This is an optimization exercise on Yosys and OpenROAD, whose aim is small area, not a production implementation. In this exercise RTL edits were held to simulation tests only and were not proved equivalent to the original.

<file path="flow/design.v">
module regfile16x8 (
    input  logic       clk,
    input  logic       we,
    input  logic [3:0] waddr,
    input  logic [7:0] wdata,
    input  logic [3:0] raddr,
    output logic [7:0] rdata
);
  logic [7:0] mem[16];
  always_ff @(posedge clk) begin
    if (we) mem[waddr] <= wdata;
  end
  always_comb begin
    rdata = '0;
    for (int i = 0; i < 16; i++) rdata = rdata | (mem[i] & {8{raddr == 4'(i)}});
  end
endmodule
module uart_tx (
    input  logic        clk_i,
    input  logic        rst_ni,
    input  logic [15:0] baud_div_i,
    input  logic        tx_wen_i,     
    input  logic        tx_en_i,
    input  logic [ 7:0] din_i,
    output logic        empty_o,
    output logic        full_o,
    output logic        tx_bit_o
);
  localparam logic [3:0] IDLE = 4'b0110, START = 4'b0111, STOP = 4'b0000;
  logic [3:0] seq;
  logic [4:0] wptr, rptr;
  logic [7:0] rd;
  logic [7:0] shreg;
  logic [15:0] cnt;   
  logic idle, stop, tick, pop, push;
  assign empty_o = (wptr == rptr);
  assign full_o  = (wptr[4] != rptr[4]) && (wptr[3:0] == rptr[3:0]);
  assign push    = tx_wen_i && !full_o;
  regfile16x8 mem (
      .clk  (clk_i),
      .we   (push),
      .waddr(wptr[3:0]),
      .wdata(din_i),
      .raddr(rptr[3:0]),
      .rdata(rd)
  );
  assign idle = (seq == IDLE);
  assign stop = (seq == STOP);
  assign tick = (cnt == 16'd1);
  assign pop  = tx_en_i && !empty_o && (idle || (stop && tick));
  always_ff @(posedge clk_i) begin
    if (!rst_ni) begin
      seq  <= IDLE;
      wptr <= '0;
      rptr <= '0;
    end else begin
      if (push) wptr <= wptr + 5'd1;
      if (pop) rptr <= rptr + 5'd1;
      if (stop) begin
        if (tick) seq <= {3'b011, pop};
      end else if (idle ? pop : tick) begin
        seq <= seq + 4'd1;
      end
    end
  end
  always_ff @(posedge clk_i) begin
    cnt <= (idle || tick) ? baud_div_i : cnt - 16'd1;
    if (pop) shreg <= rd;
  end
  assign tx_bit_o = seq[3] ? shreg[seq[2:0]] : !seq[0];
endmodule
module uart_rx (
    input  logic        clk_i,
    input  logic        rst_ni,
    input  logic [15:0] baud_div_i,
    input  logic        rx_ren_i,     
    input  logic        rx_en_i,
    input  logic        rx_bit_i,
    output logic [ 7:0] last_o,       
    output logic        empty_o,
    output logic        full_o
);
  localparam logic [3:0] IDLE = 4'b0110, START = 4'b0111, STOP = 4'b0000;
  logic [3:0] seq;
  logic [4:0] wq, lq;
  logic [7:0] rd;
  logic [7:0] shreg;
  logic [14:0] cnt;
  logic half;   
  logic popped;
  logic idle, zhi, mid, fin, push, pop;
  logic [4:0] wnext;
  assign empty_o = (wq == lq);
  assign full_o  = (wq[4] != lq[4]) && (wq[3:0] == lq[3:0]);
  assign idle = (seq == IDLE);
  assign zhi  = (cnt[14:1] == 14'd0);
  assign mid  = !half && zhi && cnt[0];
  assign fin  = half && zhi && (cnt[0] != baud_div_i[0]);
  assign push = (seq == STOP) && fin && !full_o;
  assign pop  = rx_ren_i && !empty_o;
  assign wnext = wq + 5'd1;
  regfile16x8 mem (
      .clk  (clk_i),
      .we   (push),
      .waddr(wnext[3:0]),
      .wdata(shreg),
      .raddr(lq[3:0]),
      .rdata(rd)
  );
  assign last_o = popped ? rd : 8'd0;
  always_ff @(posedge clk_i) begin
    if (!rst_ni) begin
      seq    <= IDLE;
      wq     <= '1;
      lq     <= '1;
      popped <= 1'b0;
    end else begin
      if (push) wq <= wnext;
      if (pop) begin
        lq     <= lq + 5'd1;
        popped <= 1'b1;
      end
      if (idle) begin
        if (rx_en_i && !rx_bit_i && !full_o) seq <= START;
      end else if (mid) begin
        if (seq == START && rx_bit_i) seq <= IDLE;
        else if (seq == STOP) begin
          if (rx_bit_i) seq <= IDLE;
        end else seq <= seq + 4'd1;
      end
    end
  end
  always_ff @(posedge clk_i) begin
    cnt  <= (idle || mid || fin) ? baud_div_i[15:1] : cnt - 15'd1;
    half <= idle ? 1'b0 : half ^ (mid || fin);
    if (seq[3] && mid) shreg <= {rx_bit_i, shreg[7:1]};
  end
endmodule
module uart #(
    parameter DATA_WIDTH = 8,
    parameter FIFO_DEPTH = 16
) (
    input  logic        clk_i,
    input  logic        rst_ni,
    input  logic        stb_i,
    input  logic [ 1:0] adr_i,
    input  logic [ 3:0] byte_sel_i,
    input  logic        we_i,
    input  logic [31:0] data_i,
    output logic [31:0] data_o,
    input  logic        uart_rx_i,
    output logic        uart_tx_o
);
  logic [15:0] baud_div_reg;
  logic tx_en_reg, rx_en_reg;
  logic tx_full, tx_empty, rx_full, rx_empty;
  logic [7:0] rx_last;
  logic [1:0] adr_q;
  logic [3:0] status_q;
  uart_tx uart_tx_inst (
      .clk_i     (clk_i),
      .rst_ni    (rst_ni),
      .baud_div_i(baud_div_reg),
      .tx_wen_i  (stb_i && we_i && adr_i == 2'd3),
      .tx_en_i   (tx_en_reg),
      .din_i     (data_i[7:0]),
      .empty_o   (tx_empty),
      .full_o    (tx_full),
      .tx_bit_o  (uart_tx_o)
  );
  uart_rx uart_rx_inst (
      .clk_i     (clk_i),
      .rst_ni    (rst_ni),
      .baud_div_i(baud_div_reg),
      .rx_ren_i  (stb_i && !we_i && adr_i == 2'd3),
      .rx_en_i   (rx_en_reg),
      .rx_bit_i  (uart_rx_i),
      .last_o    (rx_last),
      .empty_o   (rx_empty),
      .full_o    (rx_full)
  );
  always_ff @(posedge clk_i) begin
    if (!rst_ni) begin
      baud_div_reg <= 16'd0;
      tx_en_reg    <= 1'b0;
      rx_en_reg    <= 1'b0;
    end else if (stb_i && we_i) begin
      if (adr_i == 2'd0 && (byte_sel_i[0] || byte_sel_i[1])) baud_div_reg <= data_i[15:0];
      if (adr_i == 2'd1 && byte_sel_i[0]) begin
        tx_en_reg <= data_i[0];
        rx_en_reg <= data_i[1];
      end
    end
  end
  always_ff @(posedge clk_i) begin
    adr_q    <= adr_i;
    status_q <= {rx_empty, rx_full, tx_empty, tx_full};
  end
  always_comb begin
    case (adr_q)
      2'd0:    data_o = {16'b0, baud_div_reg};
      2'd1:    data_o = {30'b0, rx_en_reg, tx_en_reg};
      2'd2:    data_o = {28'b0, status_q};
      default: data_o = {24'b0, rx_last};
    endcase
  end
endmodule
</file>
<file path="flow/flow/run.sh">
#!/bin/bash
set -euo pipefail
bash standard.sh "CTS_ARGS=-sink_clustering_enable -repair_clock_nets -dont_use_dummy_load -buf_list {sky130_fd_sc_hd__clkbuf_4} -sink_clustering_size 10 -sink_clustering_max_diameter 35" "BUFFER_PORTS_ARGS=-buffer_cell sky130_fd_sc_hd__buf_1" REMOVE_ABC_BUFFERS=1 POST_FLOORPLAN_TCL=$PWD/flow/post_fp.tcl finish > standard.log 2>&1
</file>
<file path="flow/flow/downsize.tcl">
# Swap every standard cell for the smallest cell of its family (same
# function and pins, another drive strength). The placement and CTS repair
# steps that follow size up whatever then needs it.
set db [ord::get_db]
set block [[$db getChip] getBlock]
set dont_use {}
if {[info exists ::env(DONT_USE_CELLS)]} { set dont_use $::env(DONT_USE_CELLS) }
array set best {}
foreach lib [$db getLibs] {
  foreach m [$lib getMasters] {
    set n [$m getName]
    if {![regexp {^(sky130_fd_sc_hd__[a-z0-9]+)_([0-9]+)$} $n -> base drive]} { continue }
    set skip 0
    foreach p $dont_use { if {[string match $p $n]} { set skip 1 } }
    if {$skip} { continue }
    set a [expr {[$m getWidth] * [$m getHeight]}]
    # smallest area; on a tie the stronger drive
    if {![info exists best($base)] || $a < [lindex $best($base) 0] ||
        ($a == [lindex $best($base) 0] && $drive > [lindex $best($base) 2])} {
      set best($base) [list $a $m $drive]
    }
  }
}
set swapped 0
set saved 0
foreach inst [$block getInsts] {
  set m [$inst getMaster]
  set n [$m getName]
  if {![regexp {^(sky130_fd_sc_hd__[a-z0-9]+)_([0-9]+)$} $n -> base drive]} { continue }
  if {[string match "*tap*" $base] || [string match "*fill*" $base] || [string match "*decap*" $base]} { continue }
  if {![info exists best($base)]} { continue }
  set nm [lindex $best($base) 1]
  if {[$nm getName] eq $n} { continue }
  set a0 [expr {[$m getWidth] * [$m getHeight]}]
  if {[$inst swapMaster $nm]} {
    incr swapped
    set saved [expr {$saved + $a0 - [lindex $best($base) 0]}]
  }
}
puts "downsize: swapped $swapped cells, area saved [expr {$saved / 1e6}] um2"
</file>
<file path="flow/flow/post_fp.tcl">
# Area recovery after floorplan: re-map the combinational logic for area
# with OpenROAD's restructure (ABC), then take every cell to the smallest
# drive strength of its family. Later repair steps size up what needs it.
set rmp_dir [file normalize rmp_work]
file mkdir $rmp_dir
set lib [lindex $::env(LIB_FILES) 0]
restructure -target area -liberty_file $lib \
  -tielo_port sky130_fd_sc_hd__conb_1/LO -tiehi_port sky130_fd_sc_hd__conb_1/HI \
  -work_dir $rmp_dir -abc_logfile $rmp_dir/abc.log
source [file join [file dirname [info script]] downsize.tcl]
</file>
<file path="flow/standard.sh">
#!/bin/bash
# synth_recipe.tcl (not shown) runs the flow's synth.tcl, then flattens the netlist and writes it again
# the make line also repeats each setting of config.mk as NAME=value (left out here)
make -C /OpenROAD-flow-scripts/flow DESIGN_CONFIG=/design/flow/config.mk WORK_HOME=/design/flow/orfs CLKGATE_MAP_FILE= SYNTH_SCRIPT=/design/flow/synth_recipe.tcl "${@:-finish}"
</file>
<file path="flow/config.mk">
export PLATFORM = sky130hd
export DESIGN_NAME = uart
export DESIGN_NICKNAME = uart
export VERILOG_FILES = /design/flow/design.v
export SDC_FILE = /design/flow/constraint.sdc
export NUM_CORES = 4
export LEC_CHECK = 0
export ABC_AREA = 1
export CAP_MARGIN = 20
export CORE_MARGIN = 2
export CORE_UTILIZATION = 60
export SLEW_MARGIN = 20
</file>
<file path="flow/constraint.sdc">
create_clock -name core_clock -period 5.0 [get_ports {clk_i}]
set_input_delay 1.0000 -clock core_clock [delete_from_list [all_inputs] [get_ports {clk_i}]]
set_output_delay 1.0000 -clock core_clock [all_outputs]
set_load 0.01 [all_outputs]
</file>
==> notes.md <==
## cells by family after synthesis
kind of cell             share of synthesized area [%]
other                                           0.0250
buffers and inverters                             4.04
adder cells (fa/ha/maj)                           2.17
AO/OA/AOI/OAI                                     4.85
XOR/XNOR                                          2.16
AND/OR/NAND/NOR                                   21.0
flip-flops                                        65.8
## cells in the mapped netlist (12+ instances only)
cell	number
edfxtp_1	272
nor2_1	158
nand3_1	77
xnor2_1	12
a21oi_1	33
nor2_2	15
nand2_1	369
dfxtp_1	85
ha_1	26
nor3_1	14
buf_4	18
inv_1	99
xor2_1	25
o21ai_0	55
nand4_1	43
==> metrics.cfg <==
[yosys]
ys.flop_type = edfxtp_1
synth.avg_cell_area_um2 = 10.7
syn-instance-count = 1403
ys_warn_count = 4
post_synth_num_cell_types = 48
synth_top_area_share_pct = 54.4
yosys.area.top_type = edfxtp_1
synthTopCellsByArea = edfxtp_1 54%, dfxtp_1 11%, nand2_1 9.2%, nor2_1 4.0%, nand3_1 2.6%
synth_edf_count = 272
async_reset_ff_share_pct = 0
synth-seq-cells = 357
netlist_area_um2 = 15000
synth-seq-area-share_pct = 65.8

[die]
start_util_pct = 61.3
rows = 57
die_w_um = 162
die_y_um = 162

[outcome]
stop_stage = floorplan
error_line = Error: floorplan.tcl, 161 can't create directory "/OpenROAD-flow-scripts/flow/rmp_work": read-only file system
outcome = stopped before the end

